Source: an optimization exercise on an open RTL-to-GDS flow (aim: small area). Production flows keep margins and buffers that such runs may drop.
The RTL was checked by simulation tests, not by an equivalence proof against the original design.

== job 3903 ==
==> flow/design.v (excerpt) <==
module tv80a ( 
  m1_n, mreq_n, iorq_n, rd_n, wr_n, rfsh_n, halt_n, busak_n, A, dout,
  reset_n, clk, wait_n, int_n, nmi_n, busrq_n, di
  );
  parameter Mode = 0;     
  parameter T2Write = 1;  
  parameter IOWait  = 1;  
  input         reset_n; 
  input         clk; 
  input         wait_n; 
  input         int_n; 
  input         nmi_n; 
  input         busrq_n; 
  output        m1_n; 
  output        mreq_n; 
  output        iorq_n; 
  output        rd_n; 
  output        wr_n; 
  output        rfsh_n; 
  output        halt_n; 
  output        busak_n; 
  output [15:0] A;
  input [7:0]   di;
  output [7:0]  dout;
  reg           mreq_n; 
  reg           iorq_n; 
  reg           rd_n; 
  reg           wr_n; 
  wire          cen;
  wire          intcycle_n;
  wire          no_read;
  wire          write;
  wire          iorq;
  reg [7:0]     di_reg;
  wire [6:0]    mcycle;
  wire [6:0]    tstate;
  assign    cen = 1;
  tv80_core #(Mode, IOWait) i_tv80_core
    (
     .cen (cen),
     .m1_n (m1_n),
     .iorq (iorq),
     .no_read (no_read),
  ...
Settings: LEC_CHECK=0, CAP_MARGIN=5, CORE_MARGIN=2, CORE_UTILIZATION=35, GPL_TIMING_DRIVEN=0, SLEW_MARGIN=5, SYNTH_HIERARCHICAL=1, SYNTH_MINIMUM_KEEP_SIZE=0; clock period 20.0 ns.
standard.sh (not shown) runs the stock make flow with config.mk's settings and CLKGATE_MAP_FILE= SYNTH_SCRIPT=/design/flow/synth_recipe.tcl, a recipe that flattens the netlist after the stock synthesis.
==> flow/flow/run.sh <==
#!/bin/bash
# Own flow: the standard layout (standard.sh), with these changes:
#  - synthesis maps the combinational logic of each module with an
#    area-oriented abc script (see my_synth.tcl; registers are mapped before
#    abc, exactly as in the standard synthesis);
#  - ports are buffered with the smallest buffer;
#  - CTS uses no dummy loads, clkbuf_16 buffers and larger sink clusters.
# Each tool's output goes to a log file in this folder.
set -euo pipefail
W=$(pwd)
F=$W/flow
export MY_ABC_SCRIPT=$F/abc_area_deep.script
CTS="-sink_clustering_enable -repair_clock_nets -dont_use_dummy_load -buf_list sky130_fd_sc_hd__clkbuf_16 -sink_clustering_size 24 -sink_clustering_max_diameter 60"
bash standard.sh SYNTH_SCRIPT=$F/my_synth.tcl "CTS_ARGS=$CTS" \
  "BUFFER_PORTS_ARGS=-buffer_cell sky130_fd_sc_hd__buf_1" finish > $W/flow_make.log 2>&1
cp orfs/logs/sky130hd/tv80a/base/*.log $W/ 2>/dev/null || true
test -f out/final.def
==> flow/flow/abc_area_deep.script <==
&get -n
&st
&deepsyn -T 30
&dch -f
&nf -a -p -F 8 -A 4
&st
&dch -f
&nf -a -p -F 8 -A 4
&put
topo
==> flow/flow/my_synth.tcl <==
# The standard synthesis script (synth_recipe.tcl), with one change: the
# combinational logic is mapped by abc with an area-oriented script
# (flow/abc_area_deep.script) instead of ORFS's speed script. Registers are
# mapped before abc, so they are the same as the standard synthesis's.
proc synth {args} { yosys synth -nofsm -noshare {*}$args }
proc abc {args} {
  set i [lsearch $args -script]
  lset args [expr {$i+1}] $::env(MY_ABC_SCRIPT)
  set j [lsearch $args -D]
  if {$j >= 0} { set args [lreplace $args $j [expr {$j+1}]] }
  puts "my_synth: abc $args"
  yosys abc {*}$args
}
source $::env(SCRIPTS_DIR)/synth.tcl
# left out here: clear keep_hierarchy, flatten, clean up, hide names made inside functions, write 1_2_yosys.v
Job 3903: flow complete, layout not clean; failing: max-capacitance violations, max-slew violations
--- input diff job 3903..job 1613 ---
Settings: SLEW_MARGIN changed from 5 to 18; CAP_MARGIN changed from 5 to 18.
==> flow/flow/run.sh <==
#!/bin/bash
# Own flow: the standard layout (standard.sh), with these changes:
#  - synthesis maps the combinational logic of each module with an
#    area-oriented abc script (see my_synth.tcl; registers are mapped before
#    abc, exactly as in the standard synthesis);
#  - ports are buffered with the smallest buffer;
#  - CTS uses no dummy loads and clkbuf_8 buffers.
# Each tool's output goes to a log file in this folder.
set -euo pipefail
W=$(pwd)
F=$W/flow
export MY_ABC_SCRIPT=$F/abc_area_deep.script
CTS="-sink_clustering_enable -repair_clock_nets -dont_use_dummy_load -buf_list sky130_fd_sc_hd__clkbuf_8 -sink_clustering_size 12 -sink_clustering_max_diameter 80"
bash standard.sh SYNTH_SCRIPT=$F/my_synth.tcl "CTS_ARGS=$CTS" \
  "BUFFER_PORTS_ARGS=-buffer_cell sky130_fd_sc_hd__buf_1" finish > $W/flow_make.log 2>&1
cp orfs/logs/sky130hd/tv80a/base/*.log $W/ 2>/dev/null || true
test -f out/final.def
-- flow/flow/abc_area_deep.script --
<<< job 3903, line 5
&nf -a -p -F 8 -A 4
&st
>>> job 1613, line 5
&nf -a -p -F 8 -A 4
&put
mfs2 -a
&get -n
&st
&dch -f
&nf -a -p -F 8 -A 4
&put
mfs2 -a
&get -n
&st
==> run summary <==
- Having completed the whole flow, job 1613 delivered a layout that passed the timing, design-rule and antenna checks.
- On via count of the first global-routing pass, job 1613 and job 3903 are neck and neck.
- Delta (job 1613 minus job 3903): sequential portion of the cell area shows no meaningful change, area after synthesis shows a reduction of about 0.5%, post-detailed-routing wire length shows a reduction of about 4%.
--- input diff job 1613..job 8570 ---
-- flow/flow/abc_area_deep.script --
<<< job 1613, line 3
&deepsyn -T 30
&dch -f
>>> job 8570, line 3
&deepsyn -T 30
&st
&deepsyn -T 30 -S 3
&dch -f
Results
- Job 8570 finished end to end and its layout was clean on timing, DRC and antenna.
- Relative to job 1613, finished layout cell area decreased by 220 um^2 in job 8570.
- Met3 routing resource usage after global routing: higher on job 1613
- Compared job 8570 vs job 1613, and number of clock-tree buffers in the layout is up in job 8570.
- Initial cell density of the core came out higher on job 8570 than on job 1613.
- [job 8570 vs job 1613] count of antenna diodes in the layout: lower in job 8570

tv80a, a different RTL version from the one above (not shown whole).
Size: roughly 2,900 cells after synthesis, roughly 24,000 µm² of cells after synthesis.
clock: 20.0 ns
lec_check: 0
cap_margin: 25
core_margin: 2
core_utilization: 35
gpl_timing_driven: 0
slew_margin: 16
synth_hierarchical: 1
synth_minimum_keep_size: 0
==> flow/flow/run.sh <==
#!/bin/bash
# Own flow: the standard layout (standard.sh), with these changes:
#  - synthesis maps the combinational logic of each module with an
#    area-oriented abc script (see my_synth.tcl; registers are mapped before
#    abc, exactly as in the standard synthesis), and leaves adders to abc
#    instead of mapping them to full/half-adder cells first;
#  - ports are buffered with the smallest buffer;
#  - CTS uses no dummy loads and clkbuf_8 buffers.
# Each tool's output goes to a log file in this folder.
set -euo pipefail
W=$(pwd)
F=$W/flow
export MY_ABC_SCRIPT=$F/abc_area_deep.script
CTS="-sink_clustering_enable -repair_clock_nets -dont_use_dummy_load -buf_list sky130_fd_sc_hd__clkbuf_8 -sink_clustering_size 14 -sink_clustering_max_diameter 80"
bash standard.sh SYNTH_SCRIPT=$F/my_synth.tcl ADDER_MAP_FILE= "CTS_ARGS=$CTS" \
  "BUFFER_PORTS_ARGS=-buffer_cell sky130_fd_sc_hd__buf_1" finish > $W/flow_make.log 2>&1
cp orfs/logs/sky130hd/tv80a/base/*.log $W/ 2>/dev/null || true
test -f out/final.def
==> flow/flow/abc_area_deep.script <==
&get -n
&st
&deepsyn -T 30
&st
&deepsyn -T 30 -S 3
&dch -f
&nf -a -p -F 8 -A 4
&put
mfs2 -a
&get -n
&st
&dch -f
&nf -a -p -F 8 -A 4
&put
mfs2 -a
&get -n
&st
&dch -f
&nf -a -p -F 8 -A 4
&put
topo
Scripts as last shown in full above: flow/flow/my_synth.tcl
The first run completed without violations.
Edit:
--- a/flow/flow/run.sh
+++ b/flow/flow/run.sh
@@ -14,2 +14,2 @@
-CTS="-sink_clustering_enable -repair_clock_nets -dont_use_dummy_load -buf_list sky130_fd_sc_hd__clkbuf_8 -sink_clustering_size 14 -sink_clustering_max_diameter 80"
-bash standard.sh SYNTH_SCRIPT=$F/my_synth.tcl ADDER_MAP_FILE= "CTS_ARGS=$CTS" \
+CTS="-sink_clustering_enable -repair_clock_nets -dont_use_dummy_load -buf_list sky130_fd_sc_hd__clkbuf_8 -sink_clustering_size 12 -sink_clustering_max_diameter 80"
+bash standard.sh SYNTH_SCRIPT=$F/my_synth.tcl ADDER_MAP_FILE= RECOVER_POWER=100 "CTS_ARGS=$CTS" \
- SLEW_MARGIN: 16 -> 18
Outcome:
- The new run reached the layout checks and failed them: max-capacitance violations, max-slew violations
- via count fell by 1.5%
- cell area fell by 1.2%
- global-route usage went up by 0.37 points
- wire length goes up by 0.45%
- die area is about the same
- worst setup slack gains 0.046 ns
Edit:
--- a/flow/flow/run.sh
+++ b/flow/flow/run.sh
@@ -15 +15 @@
-bash standard.sh SYNTH_SCRIPT=$F/my_synth.tcl ADDER_MAP_FILE= RECOVER_POWER=100 "CTS_ARGS=$CTS" \
+bash standard.sh SYNTH_SCRIPT=$F/my_synth.tcl ADDER_MAP_FILE= "CTS_ARGS=$CTS" \
- PLACE_DENSITY: default -> 0.7
The changed run produced a clean layout.
Worst setup slack gets worse by 0.014 ns.
Global-route usage decreases by 0.91 points.
Utilization went up by 0.48 points.
Edit:
--- a/flow/flow/abc_area_deep.script
+++ b/flow/flow/abc_area_deep.script
@@ -3 +3 @@
-&deepsyn -T 30
+&deepsyn -T 60
@@ -5 +5 @@
-&deepsyn -T 30 -S 3
+&deepsyn -T 60 -S 3
- PLACE_DENSITY: 0.7 -> default
Worst setup slack gets worse by 0.015 ns.
Synthesized area is about the same.
Hold slack got worse by 0.0070 ns.
Final area stays flat.
Sequential share of layout area hardly moves.
Utilization stays flat.

tv80a, a different RTL version from the one above (not shown whole).
Size in the first run: roughly 46 I/O pins, ~28,000 um2 of cells after synthesis.
clock: 20.0 ns
lec_check: 0
cap_margin: 20
core_margin: 2
core_utilization: 50
gpl_timing_driven: 0
slew_margin: 20
==> flow/flow/run.sh <==
#!/bin/bash
# Own flow: the standard layout (standard.sh), with these changes:
#  - synthesis maps the combinational logic with an area-oriented abc script
#    (see my_synth.tcl; registers are mapped before abc, as in the standard one);
#  - ports are buffered with the smallest buffer;
#  - CTS uses no dummy loads and clkbuf_8 buffers.
# Each tool's output goes to a log file in this folder.
set -euo pipefail
W=$(pwd)
F=$W/flow
export MY_ABC_SCRIPT=$F/abc_area_deep.script
CTS="-sink_clustering_enable -repair_clock_nets -dont_use_dummy_load -buf_list sky130_fd_sc_hd__clkbuf_8"
bash standard.sh SYNTH_SCRIPT=$F/my_synth.tcl "CTS_ARGS=$CTS" \
  "BUFFER_PORTS_ARGS=-buffer_cell sky130_fd_sc_hd__buf_1" finish > $W/flow_make.log 2>&1
cp orfs/logs/sky130hd/tv80a/base/*.log $W/ 2>/dev/null || true
test -f out/final.def
==> flow/flow/abc_area_deep.script <==
&get -n
&st
&deepsyn -T 120
&dch -f
&nf -a
&put
topo
Scripts as last shown in full above: flow/flow/my_synth.tcl
Rerun with:
==> flow/run.sh (new file) <==
#!/bin/bash
# synth_recipe.tcl (not shown) runs the flow's synth.tcl, then flattens the netlist and writes it again
# the make line also repeats each setting of config.mk as NAME=value (left out here)
make -C /OpenROAD-flow-scripts/flow DESIGN_CONFIG=/design/flow/config.mk WORK_HOME=/design/flow/orfs CLKGATE_MAP_FILE= SYNTH_SCRIPT=/design/flow/synth_recipe.tcl finish
Settings changed: CORE_UTILIZATION 50 to 30, GPL_TIMING_DRIVEN 0 to unset.
removed: flow/flow/run.sh
removed: flow/flow/abc_area_deep.script
removed: flow/flow/my_synth.tcl
removed: flow/standard.sh
=>
- routed wire length goes up by a quarter to a third
- non-clock buffer count goes up by 117
- die area goes up by well over a third
- synthesized cell count goes up by well over a third
- worst setup slack is worse by 130 ps
- design area goes up by a quarter to a third
- via count goes up by about a fifth
- cell count goes up by well over a third
- sequential share of layout area goes down by 7.5 points
Rerun with:
==> flow/flow/run.sh (new file) <==
#!/bin/bash
# Own flow: the standard layout (standard.sh), but synthesis maps the
# combinational logic with an area-oriented abc script (see my_synth.tcl),
# and CTS runs without dummy loads. Each tool's output goes to a log here.
set -euo pipefail
W=$(pwd)
F=$W/flow
export MY_ABC_SCRIPT=$F/abc_area_deep.script
CTS="-sink_clustering_enable -repair_clock_nets -dont_use_dummy_load"
bash standard.sh SYNTH_SCRIPT=$F/my_synth.tcl "CTS_ARGS=$CTS" finish > $W/flow_make.log 2>&1
cp orfs/logs/sky130hd/tv80a/base/*.log $W/ 2>/dev/null || true
test -f out/final.def
==> flow/flow/abc_area_deep.script (new file) <==
&get -n
&st
&deepsyn -T 120
&dch -f
&nf -a
&put
topo
==> flow/flow/my_synth.tcl (new file) <==
# The standard synthesis script (synth_recipe.tcl), with one change: the
# combinational logic is mapped by abc with an area-oriented script
# (flow/abc_area_deep.script) instead of ORFS's speed script. Registers are
# mapped before abc, so they are the same as the standard synthesis's.
proc synth {args} { yosys synth -nofsm -noshare {*}$args }
proc abc {args} {
  set i [lsearch $args -script]
  lset args [expr {$i+1}] $::env(MY_ABC_SCRIPT)
  set j [lsearch $args -D]
  if {$j >= 0} { set args [lreplace $args $j [expr {$j+1}]] }
  puts "my_synth: abc $args"
  yosys abc {*}$args
}
source $::env(SCRIPTS_DIR)/synth.tcl
# left out here: clear keep_hierarchy, flatten, clean up, hide names made inside functions, write 1_2_yosys.v
==> flow/standard.sh (new file) <==
#!/bin/bash
# synth_recipe.tcl (not shown) runs the flow's synth.tcl, then flattens the netlist and writes it again
# the make line also repeats each setting of config.mk as NAME=value (left out here)
make -C /OpenROAD-flow-scripts/flow DESIGN_CONFIG=/design/flow/config.mk WORK_HOME=/design/flow/orfs CLKGATE_MAP_FILE= SYNTH_SCRIPT=/design/flow/synth_recipe.tcl "${@:-finish}"
removed: flow/run.sh
=> The new run finished clean. First-iteration DRC count shrinks by 18%. Cell area falls by 20%. Non-clock buffer count fell by 41. Worst hold slack improves by 17 ps. Via count decreases by 21%. Setup slack is worse by 190 ps. Sequential share of layout area is higher by 6.3 points. Die area came out lower by 23%.
Rerun with:
Settings changed: CAP_MARGIN 20 to 10, CORE_UTILIZATION 30 to 50, SLEW_MARGIN 20 to 10.
After rerunning: Cell count is lower by 11%; wire length went down by 1.8%; worst setup slack got worse by 44 ps; via count goes up by 6.5%; count of clock-buffer cells in the layout went down by 5; first-iteration DRC count grows by 35%; cell area came out lower by 2.6%; die area fell by 40%.
